This design comes from an exercise in tuning for small area on the open sky130 flow, not from production work. In this exercise RTL edits were held to simulation tests only and were not proved equivalent to the original. Power and IR drop assume default switching activity.

**run.sh**
```bash
#!/bin/bash
# synth_recipe.tcl (not shown) runs the flow's synth.tcl, then flattens the netlist and writes it again
# the make line also repeats each setting of config.mk as NAME=value (left out here)
make -C /OpenROAD-flow-scripts/flow DESIGN_CONFIG=/design/flow/config.mk WORK_HOME=/design/flow/orfs CLKGATE_MAP_FILE= SYNTH_SCRIPT=/design/flow/synth_recipe.tcl finish
```
**config.mk**
```make
export PLATFORM = sky130hd
export DESIGN_NAME = Panorama
export DESIGN_NICKNAME = Panorama
export VERILOG_FILES = /design/flow/design.v
export SDC_FILE = /design/flow/constraint.sdc
export NUM_CORES = 4
export LEC_CHECK = 0
export CAP_MARGIN = 20
export CORE_MARGIN = 2
export CORE_UTILIZATION = 40
export SLEW_MARGIN = 20
```
**constraint.sdc**
```tcl
create_clock -name core_clock -period 25.0 [get_ports {CLOCK_50}]
set_input_delay 5.0000 -clock core_clock [delete_from_list [all_inputs] [get_ports {CLOCK_50}]]
set_output_delay 5.0000 -clock core_clock [all_outputs]
set_load 0.01 [all_outputs]
```
**design.v**
```verilog
module hex_decoder(hex_digit, segments);
    input [3:0] hex_digit;
    output reg [6:0] segments;
    always @(*)
        case (hex_digit)
            4'h0: segments = 7'b100_0000;
            4'h1: segments = 7'b111_1001;
            4'h2: segments = 7'b010_0100;
            4'h3: segments = 7'b011_0000;
            4'h4: segments = 7'b001_1001;
            4'h5: segments = 7'b001_0010;
            4'h6: segments = 7'b000_0010;
            4'h7: segments = 7'b111_1000;
            4'h8: segments = 7'b000_0000;
            4'h9: segments = 7'b001_1000;
            4'hA: segments = 7'b000_1000;
            4'hB: segments = 7'b000_0011;
            4'hC: segments = 7'b100_0110;
            4'hD: segments = 7'b010_0001;
            4'hE: segments = 7'b000_0110;
            4'hF: segments = 7'b000_1110;   
            default: segments = 7'h7f;
        endcase
endmodule
module pulse_50000000(clock, reset, enable, pulse, q);
	input clock;
	input reset;
	input enable;
	output pulse;
	output reg [31:0] q;  
	always @(posedge clock)  
	begin
		if (reset == 1'b1)  
			q <= 32'd499;
		else if (q == 32'b00000000_00000000_00000000_00000000)
			q <= 32'd499;
		else if (enable == 1'b1)
			q <= q - 1'b1;  
	end
	assign pulse =  (q == 32'b00000000_00000000_00000000_00000000) ? 1 : 0;
endmodule
module pulse_2000mill(clock, reset, enable, pulse, q, sub);
	input clock;
	input reset;
	input enable;
	output pulse;
	input sub;
	output reg [30:0] q;  
	always @(posedge clock)  
	begin
		if (reset == 1'b1)  
			q <= 31'd20000;
		else if (q == 31'b0000000_00000000_00000000_00000000)  
			q <= 31'd20000;
		else if (enable == 1'b1)
			q <= q - 1'b1;  
		if (sub == 1'b1)
		begin
			if (q < 31'd1000)
				q <= 31'b0000000_00000000_00000000_00000000;
			else
				q <= q - 31'd1000;
		end
	end
	assign pulse =  (q == 31'b0000000_00000000_00000000_00000000) ? 1 : 0;
endmodule
module pulse_100mill(clock, reset, enable, pulse, q);
	input clock;
	input reset;
	input enable;
	output pulse;
	output reg [26:0] q;  
	always @(posedge clock)  
	begin
		if (reset == 1'b1)  
			q <= 27'd999;
		else if (q == 27'b000_00000000_00000000_00000000)  
			q <= 27'd999;
		else if (enable == 1'b1)
			q <= q - 1'b1;  
	end
	assign pulse =  (q == 27'b000_00000000_00000000_00000000) ? 1 : 0;
endmodule
module pulse_50mill(clock, reset, enable, pulse, q);
	input clock;
	input reset;
	input enable;
	output pulse;
	output reg [25:0] q;  
	always @(posedge clock)  
	begin
		if (reset == 1'b1)  
			q <= 26'd499;
		else if (q == 26'b00_00000000_00000000_00000000)  
			q <= 26'd499;
		else if (enable == 1'b1)
			q <= q - 1'b1;  
	end
	assign pulse =  (q == 26'b00_00000000_00000000_00000000) ? 1 : 0;
endmodule
module pulse_25mill(clock, reset, enable, pulse, q);
	input clock;
	input reset;
	input enable;
	output pulse;
	output reg [24:0] q;  
	always @(posedge clock)  
	begin
		if (reset == 1'b1)  
			q <= 25'd249;
		else if (q == 25'b0_00000000_00000000_00000000)  
			q <= 25'd249;
		else if (enable == 1'b1)
			q <= q - 1'b1;  
	end
	assign pulse =  (q == 25'b0_00000000_00000000_00000000) ? 1 : 0;
endmodule
module pulse_12mill500k(clock, reset, enable, pulse, q);
	input clock;
	input reset;
	input enable;
	output pulse;
	output reg [23:0] q;  
	always @(posedge clock)  
	begin
		if (reset == 1'b1)  
			q <= 24'd124;
		else if (q == 24'b00000000_00000000_00000000)  
			q <= 24'd124;
		else if (enable == 1'b1)
			q <= q - 1'b1;  
	end
	assign pulse =  (q == 24'b00000000_00000000_00000000) ? 1 : 0;
endmodule
module pulse_10mill(clock, reset, enable, pulse, q);
	input clock;
	input reset;
	input enable;
	output pulse;
	output reg [23:0] q;  
	always @(posedge clock)  
	begin
		if (reset == 1'b1)  
			q <= 24'd99;
		else if (q == 24'b00000000_00000000_00000000)  
			q <= 24'd99;
		else if (enable == 1'b1)
			q <= q - 1'b1;  
	end
	assign pulse =  (q == 24'b00000000_00000000_00000000) ? 1 : 0;
endmodule
module Panorama(SW, KEY, CLOCK_50, LEDR, HEX0, HEX1, HEX2, HEX3, HEX4, HEX5, HEX6, HEX7, LEDG);
    input [17:0] SW;
    input [3:0] KEY;
    input CLOCK_50;
    output [17:0] LEDR;
    output [6:0] HEX0, HEX1, HEX2, HEX3, HEX4, HEX5, HEX6, HEX7;
    output [7:0] LEDG;
    wire resetn;
    wire next;
    wire go;
    wire [7:0] data_result;
    assign next = ~KEY[1];
    assign resetn = KEY[0];
    assign go = ~KEY[3];
    wire [3:0] d3;
    wire [3:0] d2;
    wire [3:0] d1;
    wire [3:0] d0;
    wire [3:0] timer_tens;
    wire [3:0] timer_ones;
    wire [3:0] score_tens;
    wire [3:0] score_ones;
    part2 u0(
	.clk(CLOCK_50),
	.resetn(resetn),
	.next(next),
	.go(go),
	.check(go),
	.switches(SW[17:0]),
	.ledr(LEDR),
	.ledg(LEDG),
	.temp(),
	.temp2(),
	.hint(SW[17]),
	.timer_tens(timer_tens),
	.timer_ones(timer_ones),
	.score_tens(score_tens),
	.score_ones(score_ones),
	.d3(d3),
	.d2(d2),
	.d1(d1),
	.d0(d0)
    );
        hex_decoder H0(
        .hex_digit(d0), 
        .segments(HEX0)
        );
        hex_decoder H1(
        .hex_digit(d1), 
        .segments(HEX1)
        );
	hex_decoder H2(
	.hex_digit(d2), 
	.segments(HEX2)
	);
	hex_decoder H3(
	.hex_digit(d3), 
	.segments(HEX3)
	);
	hex_decoder H4(
	.hex_digit(timer_ones), 
	.segments(HEX4)
	);
	hex_decoder H5(
	.hex_digit(timer_tens), 
	.segments(HEX5)
	);
	hex_decoder H6(
	.hex_digit(score_ones), 
	.segments(HEX6)
	);
	hex_decoder H7(
	.hex_digit(score_tens), 
	.segments(HEX7)
	);
endmodule
module part2(
	input clk,
	input resetn,
	input next,
	input go,
	input check,
	input [17:0] switches,
	output [17:0] ledr,
	output [7:0] ledg,
	input hint,
	output [13:0] temp,
	output temp2,
	output [4:0] timer_tens,
	output [4:0] timer_ones,
	output [4:0] score_tens,
	output [4:0] score_ones,
	output [3:0] d3,
	output [3:0] d2,
	output [3:0] d1,
	output [3:0] d0
    );
	wire ld_dig3;
	wire ld_dig2;
	wire ld_dig1;
	wire ld_dig0;
	wire do_mult;
	wire chk_seq;
	wire chk_seq2;
	wire endtime;
	wire won;
	wire over;
	wire overwait;
	wire reset_digits;
	wire f_timer;
	wire f_duration;
	wire f_flash;
	wire f_check;
    control C0(
	.clk(clk),
	.resetn(resetn),
	.next(next),
	.go(go),
	.check(check),
	.endtime(endtime),
	.won(won),
	.over(over),
	.overwait(overwait),
	.f_timer(f_timer),
	.f_duration(f_duration),
	.f_flash(f_flash),
	.f_check(f_check),
	.reset_digits(reset_digits),
	.ld_dig3(ld_dig3),
	.ld_dig2(ld_dig2),
	.ld_dig1(ld_dig1),
	.ld_dig0(ld_dig0),
	.do_mult(do_mult),
	.chk_seq(chk_seq),
	.chk_seq2(chk_seq2)
    );
    datapath D0(
	.clk(clk),
	.resetn(resetn),
	.switches(switches),
	.ld_dig3(ld_dig3),
	.ld_dig2(ld_dig2),
	.ld_dig1(ld_dig1),
	.ld_dig0(ld_dig0),
	.do_mult(do_mult),
	.chk_seq(chk_seq),
	.chk_seq2(chk_seq2),
	.over(over),
	.overwait(overwait),
	.reset_digits(reset_digits),
	.f_timer(f_timer),
	.f_duration(f_duration),
	.f_flash(f_flash),
	.f_check(f_check),
	.temp(temp),
	.temp2(temp2),
	.ledr(ledr),
	.ledg(ledg),
	.hint(hint),
	.timer_tens(timer_tens),
	.timer_ones(timer_ones),
	.score_tens(score_tens),
	.score_ones(score_ones),
	.endtime(endtime),
	.won(won),
	.d3(d3),
	.d2(d2),
	.d1(d1),
	.d0(d0)
    );
 endmodule
module control(
	input clk,
	input resetn,
	input next,
	input go,
	input check,
	input endtime,
	input won,
	input f_timer,
	input f_duration,
	output reg f_flash,
	output reg f_check,
	output reg  ld_dig3,
	output reg  ld_dig2,
	output reg  ld_dig1,
	output reg  ld_dig0,
	output reg do_mult,
	output reg chk_seq,
	output reg chk_seq2,
	output reg over,
	output reg overwait,
	output reg reset_digits
    );
    reg [5:0] current_state, next_state;
    reg [5:0] current_state_flash, next_state_flash; 
    localparam  S_WAIT_DEC        = 5'd0,
                S_LOAD_DIGIT3   = 5'd1,
                S_LOAD_DIGIT2   = 5'd2,
                S_LOAD_DIGIT1   = 5'd3,
                S_LOAD_DIGIT0   = 5'd4,
		S_LOAD_DIGIT_WAIT   = 5'd5,
		S_WAIT_BIN_WAIT        = 5'd6,
		S_WAIT_BIN        = 5'd7,
		S_WAIT_BIN_CHECK = 5'd8,
		S_WAIT_BIN_CHECK_WAIT = 5'd9,
		S_GAMEOVER = 5'd10,
		S_GAMEOVER_WAIT = 5'd11,
		S_GAMEOVER_WAIT_WAIT = 5'd12,
		S_RESTART_WAIT = 5'd13;
    localparam  F_OFF        = 5'd0,
                F_ON   = 5'd1,
                F_CHECK   = 5'd2;
	wire gameover;
	assign gameover = (endtime || won);
    always@(*)
    begin: state_table 
            case (current_state)
		S_WAIT_DEC: next_state = next ? S_LOAD_DIGIT3 : (go ? S_WAIT_BIN_WAIT : S_WAIT_DEC);
                S_LOAD_DIGIT3: next_state = S_LOAD_DIGIT2;
                S_LOAD_DIGIT2: next_state = S_LOAD_DIGIT1;
                S_LOAD_DIGIT1: next_state = S_LOAD_DIGIT0;
                S_LOAD_DIGIT0: next_state = S_LOAD_DIGIT_WAIT;
                S_LOAD_DIGIT_WAIT: next_state = next ? S_LOAD_DIGIT_WAIT : S_WAIT_DEC;
                S_WAIT_BIN_WAIT: next_state = go ? S_WAIT_BIN_WAIT : S_WAIT_BIN;
		S_WAIT_BIN: next_state = gameover ? S_GAMEOVER : (check ? S_WAIT_BIN_CHECK : S_WAIT_BIN);
		S_WAIT_BIN_CHECK: next_state = gameover ? S_GAMEOVER : S_WAIT_BIN_CHECK_WAIT;
		S_WAIT_BIN_CHECK_WAIT: next_state = gameover ? S_GAMEOVER : (check ? S_WAIT_BIN_CHECK_WAIT : S_WAIT_BIN);
		S_GAMEOVER: next_state = S_GAMEOVER_WAIT;
		S_GAMEOVER_WAIT: next_state = go ? S_GAMEOVER_WAIT : S_GAMEOVER_WAIT_WAIT;
		S_GAMEOVER_WAIT_WAIT: next_state = go ? S_RESTART_WAIT : S_GAMEOVER_WAIT;
		S_RESTART_WAIT: next_state = go ? S_RESTART_WAIT : S_WAIT_DEC;
            default:     next_state = S_WAIT_DEC;
        endcase
	case (current_state_flash)
		F_OFF: next_state_flash = f_timer ? F_ON: F_OFF;
                F_ON: next_state_flash = f_duration ? F_CHECK : F_ON;
                F_CHECK: next_state_flash = F_OFF;
        default:     next_state_flash = F_OFF;
	endcase
    end
    always @(*)
    begin: enable_signals
        ld_dig3 = 1'b0;
        ld_dig2 = 1'b0;
        ld_dig1 = 1'b0;
        ld_dig0 = 1'b0;
	do_mult = 1'b0;
	chk_seq = 1'b0;
	chk_seq2 = 1'b0;
	over = 1'b0;
	overwait = 1'b0;
	reset_digits = 1'b0;
        case (current_state)
            S_LOAD_DIGIT3: begin
                ld_dig3 = 1'b1;
                end
            S_LOAD_DIGIT2: begin
                ld_dig2 = 1'b1;
                end
            S_LOAD_DIGIT1: begin
                ld_dig1 = 1'b1;
                end
            S_LOAD_DIGIT0: begin
                ld_dig0 = 1'b1;
                end
            S_WAIT_BIN_WAIT: begin
                do_mult = 1'b1;
                end
            S_WAIT_BIN: begin
                chk_seq = 1'b1;
                end
            S_WAIT_BIN_CHECK: begin
                chk_seq2 = 1'b1;
		chk_seq = 1'b1;
                end
            S_WAIT_BIN_CHECK_WAIT: begin
                chk_seq = 1'b1;
                end
            S_GAMEOVER: begin
                over = 1'b1;
                end
            S_GAMEOVER_WAIT: begin
                overwait = 1'b1;
                end
            S_GAMEOVER_WAIT_WAIT: begin
                overwait = 1'b1;
                end
            S_RESTART_WAIT: begin
                reset_digits = 1'b1;
                end
        endcase
	f_flash = 1'b0;
	f_check = 1'b0;
	case (current_state_flash)
            F_ON: begin
                f_flash = 1'b1;
                end
            F_CHECK: begin
                f_check = 1'b1;
                end
        endcase
    end
    always@(posedge clk)
    begin: state_FFs
        if(!resetn)
	begin
            current_state <= S_WAIT_DEC;
		current_state_flash <= F_OFF;
	end
        else
	begin
            current_state <= next_state;
		current_state_flash <= next_state_flash;
	end
    end  
endmodule	 
module datapath(
	input clk,
	input resetn,
	input [17:0] switches,
	input ld_dig3,
	input ld_dig2,
	input ld_dig1,
	input ld_dig0,
	input do_mult,
	input chk_seq,
	input chk_seq2,
	output [13:0] temp,
	output temp2,
	output [17:0] ledr,
	output [7:0] ledg,
	input hint,
	output [4:0] timer_tens,
	output [4:0] timer_ones,
	output [4:0] score_tens,
	output [4:0] score_ones,
	output f_timer,
	output f_duration,
	input f_flash,
	input f_check,
	output endtime,
	output won,
	input over,
	input overwait,
	input reset_digits,
	output reg [3:0] d3,
	output reg [3:0] d2,
	output reg [3:0] d1,
	output reg [3:0] d0
    );
        reg [13:0] answer;
	reg timeranout;
	reg t2000;
	reg t1000;
	reg t500;
	reg t250;
	wire [13:0] check;
	wire correct;
	wire [3:0] bin;
	assign temp = answer;
	reg result;
	reg [7:0] score;
	assign score_tens = score / 4'b1010;
	assign score_ones = score % 4'b1010;
    always@(posedge clk) begin
        if(!resetn || reset_digits) begin
            d3 <= 4'b0;
            d2 <= 4'b0; 
            d1 <= 4'b0; 
            d0 <= 4'b0;
	    timeranout <= 1'b0;
        end
	if (f_check)
	begin
		t2000 <= 1'b0;
		t1000 <= 1'b0;
		t500 <= 1'b0;
		t250 <= 1'b0;
		if (timer_tens <= 5'b00000)
			t250 <= 1'b1;
		else if (timer_tens <= 5'b00001)
			t500 <= 1'b1;
		else if (timer_tens <= 5'b00010)
			t1000 <= 1'b1;
		else if (timer_tens <= 5'b00011)
			t2000 <= 1'b1;
	end
	if (endtime)
		timeranout <= 1'b1;
	if (!resetn)
	begin
		score <= 8'b00000000;
		result <= 1'b0;
		t2000 <= 1'b1;
		t1000 <= 1'b0;
		t500 <= 1'b0;
		t250 <= 1'b0;
	end
        else begin
		if (do_mult)
			answer <= (d3 * 10'b11111_01000) + (d2 * 10'b00011_00100) + (d1 * 10'b00000_01010) + (d0 * 10'b00000_00001);
		if (bin != 4'b1111)
		begin
		    if(ld_dig3)
		        d3 <= d2;
		    if(ld_dig2)
		        d2 <= d1;
		    if(ld_dig1)
		        d1 <= d0;
		    if(ld_dig0)
			d0 <= bin;
		end
		if (over)
		begin
			result <= correct;
			if (correct && ~timeranout)
				score <= score + 1;
			else
				score <= 8'b00000000;
		end
        end
    end
	assign ledg = (result && overwait) ? 8'b11111111 : 8'b00000000;
	assign ledr[0] = (~result && overwait) || (hint && ~check[0] && chk_seq) || (~hint && f_flash && (chk_seq || chk_seq2));
	assign ledr[1] = (~result && overwait) || (hint && ~check[1] && chk_seq) || (~hint && f_flash && (chk_seq || chk_seq2));
	assign ledr[2] = (~result && overwait) || (hint && ~check[2] && chk_seq) || (~hint && f_flash && (chk_seq || chk_seq2));
	assign ledr[3] = (~result && overwait) || (hint && ~check[3] && chk_seq) || (~hint && f_flash && (chk_seq || chk_seq2));
	assign ledr[4] = (~result && overwait) || (hint && ~check[4] && chk_seq) || (~hint && f_flash && (chk_seq || chk_seq2));
	assign ledr[5] = (~result && overwait) || (hint && ~check[5] && chk_seq) || (~hint && f_flash && (chk_seq || chk_seq2));
	assign ledr[6] = (~result && overwait) || (hint && ~check[6] && chk_seq) || (~hint && f_flash && (chk_seq || chk_seq2));
	assign ledr[7] = (~result && overwait) || (hint && ~check[7] && chk_seq) || (~hint && f_flash && (chk_seq || chk_seq2));
	assign ledr[8] = (~result && overwait) || (hint && ~check[8] && chk_seq) || (~hint && f_flash && (chk_seq || chk_seq2));
	assign ledr[9] = (~result && overwait) || (hint && ~check[9] && chk_seq) || (~hint && f_flash && (chk_seq || chk_seq2));
	assign ledr[10] = (~result && overwait) || (hint && ~check[10] && chk_seq) || (~hint && f_flash && (chk_seq || chk_seq2));
	assign ledr[11] = (~result && overwait) || (hint && ~check[11] && chk_seq) || (~hint && f_flash && (chk_seq || chk_seq2));
	assign ledr[12] = (~result && overwait) || (hint && ~check[12] && chk_seq) || (~hint && f_flash && (chk_seq || chk_seq2));
	assign ledr[13] = (~result && overwait) || (hint && ~check[13] && chk_seq) || (~hint && f_flash && (chk_seq || chk_seq2));
	assign ledr[14] = (~result && overwait) || (f_flash && (chk_seq || chk_seq2));
	assign ledr[15] = (~result && overwait) || (f_flash && (chk_seq || chk_seq2));
	assign ledr[16] = (~result && overwait) || (f_flash && (chk_seq || chk_seq2));
	assign ledr[17] = (~result && overwait) || (f_flash && (chk_seq || chk_seq2));
	assign correct = (check == 14'b11111_11111_1111) && ~timeranout;
	assign check = ~(answer ^ switches[13:0]);
	assign temp2 = (correct && chk_seq);
	assign won = (correct && chk_seq2);
	sw_bin s(
		.switches(switches[9:0]),
		.bin(bin)
	);
	wire p1_wire;
	assign endtime = p1_wire;
	wire [30:0] q1;
	pulse_2000mill p1(
		.clock(clk),
		.reset(~(chk_seq || chk_seq2)),
		.enable(chk_seq || chk_seq2),
		.pulse(p1_wire),
		.sub(chk_seq2 && ~correct),
		.q(q1)
	);
	wire [5:0] timeleft = q1 / 26'd500;
	assign timer_tens = timeleft / 4'b1010;
	assign timer_ones = timeleft % 4'b1010;
	wire f2000;
	wire f1000;
	wire f500;
	wire f250;
	assign f_timer = (f2000 || f1000 || f500 || f250);
	pulse_100mill p100mill(
		.clock(clk),
		.reset(~((chk_seq || chk_seq2) && t2000)),
		.enable((chk_seq || chk_seq2) && t2000),
		.pulse(f2000),
		.q()
	);
	pulse_50mill p50mill(
		.clock(clk),
		.reset(~((chk_seq || chk_seq2) && t1000)),
		.enable((chk_seq || chk_seq2) && t1000),
		.pulse(f1000),
		.q()
	);
	pulse_25mill p25mill(
		.clock(clk),
		.reset(~((chk_seq || chk_seq2) && t500)),
		.enable((chk_seq || chk_seq2) && t500),
		.pulse(f500),
		.q()
	);
	pulse_12mill500k p12mill500k(
		.clock(clk),
		.reset(~((chk_seq || chk_seq2) && t250)),
		.enable((chk_seq || chk_seq2) && t250),
		.pulse(f250),
		.q()
	);
	pulse_10mill p10mill(
		.clock(clk),
		.reset(~((chk_seq || chk_seq2) && f_flash)),
		.enable((chk_seq || chk_seq2) && f_flash),
		.pulse(f_duration),
		.q()
	);
endmodule
module sw_bin(
	input [9:0] switches,
	output reg [3:0] bin
);
	always @(*)
    begin
        case (switches)
            10'b00000_00001: bin = 4'b0000;
            10'b00000_00010: bin = 4'b0001;
            10'b00000_00100: bin = 4'b0010;
            10'b00000_01000: bin = 4'b0011;
            10'b00000_10000: bin = 4'b0100;
            10'b00001_00000: bin = 4'b0101;
            10'b00010_00000: bin = 4'b0110;
            10'b00100_00000: bin = 4'b0111;
            10'b01000_00000: bin = 4'b1000;
            10'b10000_00000: bin = 4'b1001;
	    default: bin = 4'b1111;
        endcase
    end
endmodule
```
==> key figures <==
Setup path
  • Crit end category: output port
  • Worst reg2reg endpoint: u0.D0.t1000
  • RR Startpoint: u0.D0.p1.q[4]
  • Crit path launch type: flop
  • Worst Path Arrival: 19020 ps
  • Crit path largest cell delay: 610 ps
  • Worst path slowest cell: a211oi_1
  • CP required: 20000 ps
  • Setup CP Type: flop to output port
  • R2r setup slk: 7000 ps
  • Most frequent cell on the critical path: buf_4
  • CP Max Fanout: 15
  • R2r worst-path depth: 69

Placed design
  • Final RePlAce weighted congestion: 0.869
  • IO Port Bufs: 100
  • Dpl cells: 3447
  • Area after DPL: 0.0230 sq mm
  • HPWL Detailed: slightly above 40000 um

GRT
  • First-pass GRT wire length: 89200 um
  • Pin count of the biggest net entering global routing: 46
  • Vias in the first global route: 18600
  • Grt total ovfl: 0
  • Initial antenna violation count: 3
  • GRT Overall Usage: a little under a fifth

Clocking
  • CTS Buf Count: 27
  • H-tree depth: 1
  • Bufs on Longest Clock Path: 3
  • CTS sink count: roughly 250
  • Skew-Pair Late Insertion Delay: 570 ps
  • CTS Root Cell: clkbuf_16
  • Worst-path clk slew: 60 ps
  • CTS tree: yes

Worst hold path
  • Hold Path Origin: u0.D0.p25mill.q[0]
  • Type of the most critical hold path: flop to flop
  • Hold Path End: u0.D0.p25mill.q[0]
  • WHS Path Cells: 1

Route
  • DR pass1 iterations: 5
  • Per-cell routed wire length: 15.3 um
  • Total vias in the final route: 19800
  • Residual DRC: 0
  • Starting DRT DRC Count: 1374
  • Via density per instance: 5.65
  • Total wire length: roughly 54000 um
  • Routed Antenna Nets: 0

Yosys
  • Syn_area_per_cell: 7.83 sq um
  • Synth Warn #: 14
  • Number of synthesized flops with an enable pin: 17
  • Yosys cell types: 145
  • Fraction of registers with async set/reset: 0%
  • Mapped Nets: approximately 2800
  • Most frequent cells after synthesis: nor2_1 (313), nand2_1 (248), dfxtp_1 (228)
  • Yosys top cell area share: 21.6%
  • Dominant cell type by area after synthesis: dfxtp_1
  • Area contributors post-synth: dfxtp_1 (22%), ha_1 (6.3%), xnor2_1 (5.9%)
  • Post-synthesis register bit count: 245
  • Sequential element share of the synthesized area: 24.0%
  • Most common cell in the netlist: nor2_1
  • Post-Syn Area: 0.0211 sq mm
  • Synth Instances: 2696
  • Top FF cell, synth: dfxtp_1

Outcome
  • Status: complete, no violations

Timing
  • Max-slew violations: 0
  • Tmin final: roughly 24000 ps
  • Final setup TNS: 0 ps
  • Share of the clock period used by the worst path: between 90% and 100%
  • WHS: approximately 400 ps
  • Slew of the pin with the lowest slew margin: 1010 ps
  • Hold Violations, Final: 0
  • Max-slew headroom: between 30% and 40%
  • Layout Skew: 21.0 ps
  • Final setup viols: 0
  • Fmax: 0.0416 GHz

Layout
  • Area Overhead vs Synth: 15.8%
  • Layout cells sized above 1: 11.4%
  • N_diodes: 0
  • Finished Layout Cells: 3512
  • Post-layout instance area: 0.0244 sq mm
  • # nets final: 2950

Power
  • Leakage: about 9.3 nW
  • Worst VDD drop: ~0.28 mV
  • Final Total Pwr: 2.37 mW
  • Power density over cell area: 97.0 mW/mm^2

Floorplan
  • Die ar.: 0.0546 sq mm
  • Initial core utilization: 40.3%
  • I/O pins: 105
  • Die Y: 234 um
  • Die X: approximately 230 um
  • Core area: 0.0523 sq mm
  • # rows: 84

Job
  • Maxcap violations: 0
-- sequential cells by signal, summed over array words and instances (netlist names), 7 cells and up --
name	cells
HEX0	7
HEX1	7
HEX2	7
HEX3	7
u0.D0.answer	14
u0.D0.p1.q	31
u0.D0.p100mill.q	27
u0.D0.p10mill.q	24
u0.D0.p12mill500k.q	24
u0.D0.p25mill.q	25
u0.D0.p50mill.q	26
u0.D0.score	8
-- metrics by stage --
stage	utilization (%)	worst slack, ps
after floorplan	-	3260
final	46.7	977
after detailed placement	44.0	479
after CTS	46.0	199
after global placement	44.0	799
after global routing	46.7	-73.1
-- worst max-delay path, delay by kind of cell (launching register included) --
kind,cells,cell delay (ps)
adders and majority gates,3,760
xor gates and xnor gates,2,470
AOI/OAI and AO/OA,37,10630
muxes,2,690
and+or+nand+nor,15,3830
buffers and inverters,9,1640
DFF,1,430
-- worst max path at each step --
stage / depth (start not counted) / endpoint / from / slack (ps)
6_report: 68 / HEX4[6] / u0.D0.p1.q[4] / 980
5_1_grt: 69 / HEX4[6] / u0.D0.p1.q[4] / -70
3_5_place_dp: 65 / HEX4[6] / u0.D0.p1.q[4] / 480
2_1_floorplan: 71 / HEX4[0] / u0.D0.p1.q[3] / 3260
3_3_place_gp: 65 / HEX4[5] / u0.D0.p1.q[4] / 800
4_1_cts: 65 / HEX4[6] / u0.D0.p1.q[4] / 200
-- placed cells by master, fill, tap and decap left out, types with 17 or more instances in the layout --
cell             instances
nand2_1                248
nand2b_1                30
nor3_1                  86
and3_1                  31
buf_4                   99
dfxtp_1                226
nor4_1                  46
nor2_1                 313
fa_1                    17
a21oi_1                128
and2_1                  35
o211ai_1                25
a21o_1                  21
o21ai_0                131
ha_1                   107
a211oi_1                21
or3_1                   29
o22ai_1                 34
mux2i_1                 34
nand3_1                 70
o21a_1                  22
or4_1                   19
xnor2_1                138
nor2b_1                 23
o31ai_1                 29
xor2_1                  69
inv_1                  145
o21ai_1                 22
nand4_1                 21
or2_2                   19
clkbuf_16               27
clkdlybuf4s50_1         99
edfxtp_1                17
a31oi_1                 33
-- cell families after synthesis --
family | share of synthesized area, %
muxes | 2.71
buffers and inverters | 5.53
xor gates and xnor gates | 8.87
DFF | 24.0
AOI/OAI and AO/OA | 25.6
and+or+nand+nor | 25.0
adders and majority gates | 8.25
-- final cells by class --
type / instances / area (sq um)
Clock buffer: 34 / 746
Clock inverter: 16 / 250
Timing Repair Buffer: 200 / 1760
Fill cell: 5083 / 27900
Multi-Input combinational cell: 2176 / 15200
Sequential cell: 245 / 5080
Tap cell: 688 / 861
Inverter: 153 / 582
-- where the power goes --
| group | internal [mW] | total, mW | switching, mW |
|---|---|---|---|
| clock | 0.274 | 0.445 | 0.171 |
| combinational | 0.748 | 1.49 | 0.746 |
| sequential | 0.408 | 0.430 | 0.0218 |
-- metal layers --
metal  wire length (um)  GRT usage, %
met3               2430          2.92
met5                 37             0
met2              25600          32.9
met4               1030          4.92
met1              24800          24.8
-- repair_timing --
action	CTS	global route
hold buffers	0	0
hold endpoints to repair	0	0
resized for setup	2	53
pin swaps	0	10
setup buffers	0	15
setup endpoints to repair	8	14

afterwards: timing with drivers on the ports:
Ports are ideal in the flow. The routed layout listed here was re-timed in OpenROAD.
Step 1 (the two cells are an assumption about what drives the block):
set clk [get_ports {CLOCK_50}]
set_driving_cell -lib_cell sky130_fd_sc_hd__clkbuf_16 $clk
set_driving_cell -lib_cell sky130_fd_sc_hd__buf_2 [delete_from_list [all_inputs] $clk]
Step 2 adds t to the input delays and takes it off the output delays; t is the mean of the earliest and latest rising clock arrival at the registers after step 1. Input paths then give back, and output paths get back, about the clock's delay inside the block.
Three values: ideal, step 1, step 2; two values: the first two.
t (ns): 0.613
setup slack, ns: 0.977 / 0.923 / 1.536
worst setup path after step 2: register to output
worst data-port slew with drivers (ns): 0.07
cell pins on the clock port's net: 1
After both steps this run still meets setup and hold. The setup slack of this run moves by -0.054 ns with the drivers and by +0.559 ns with both steps.
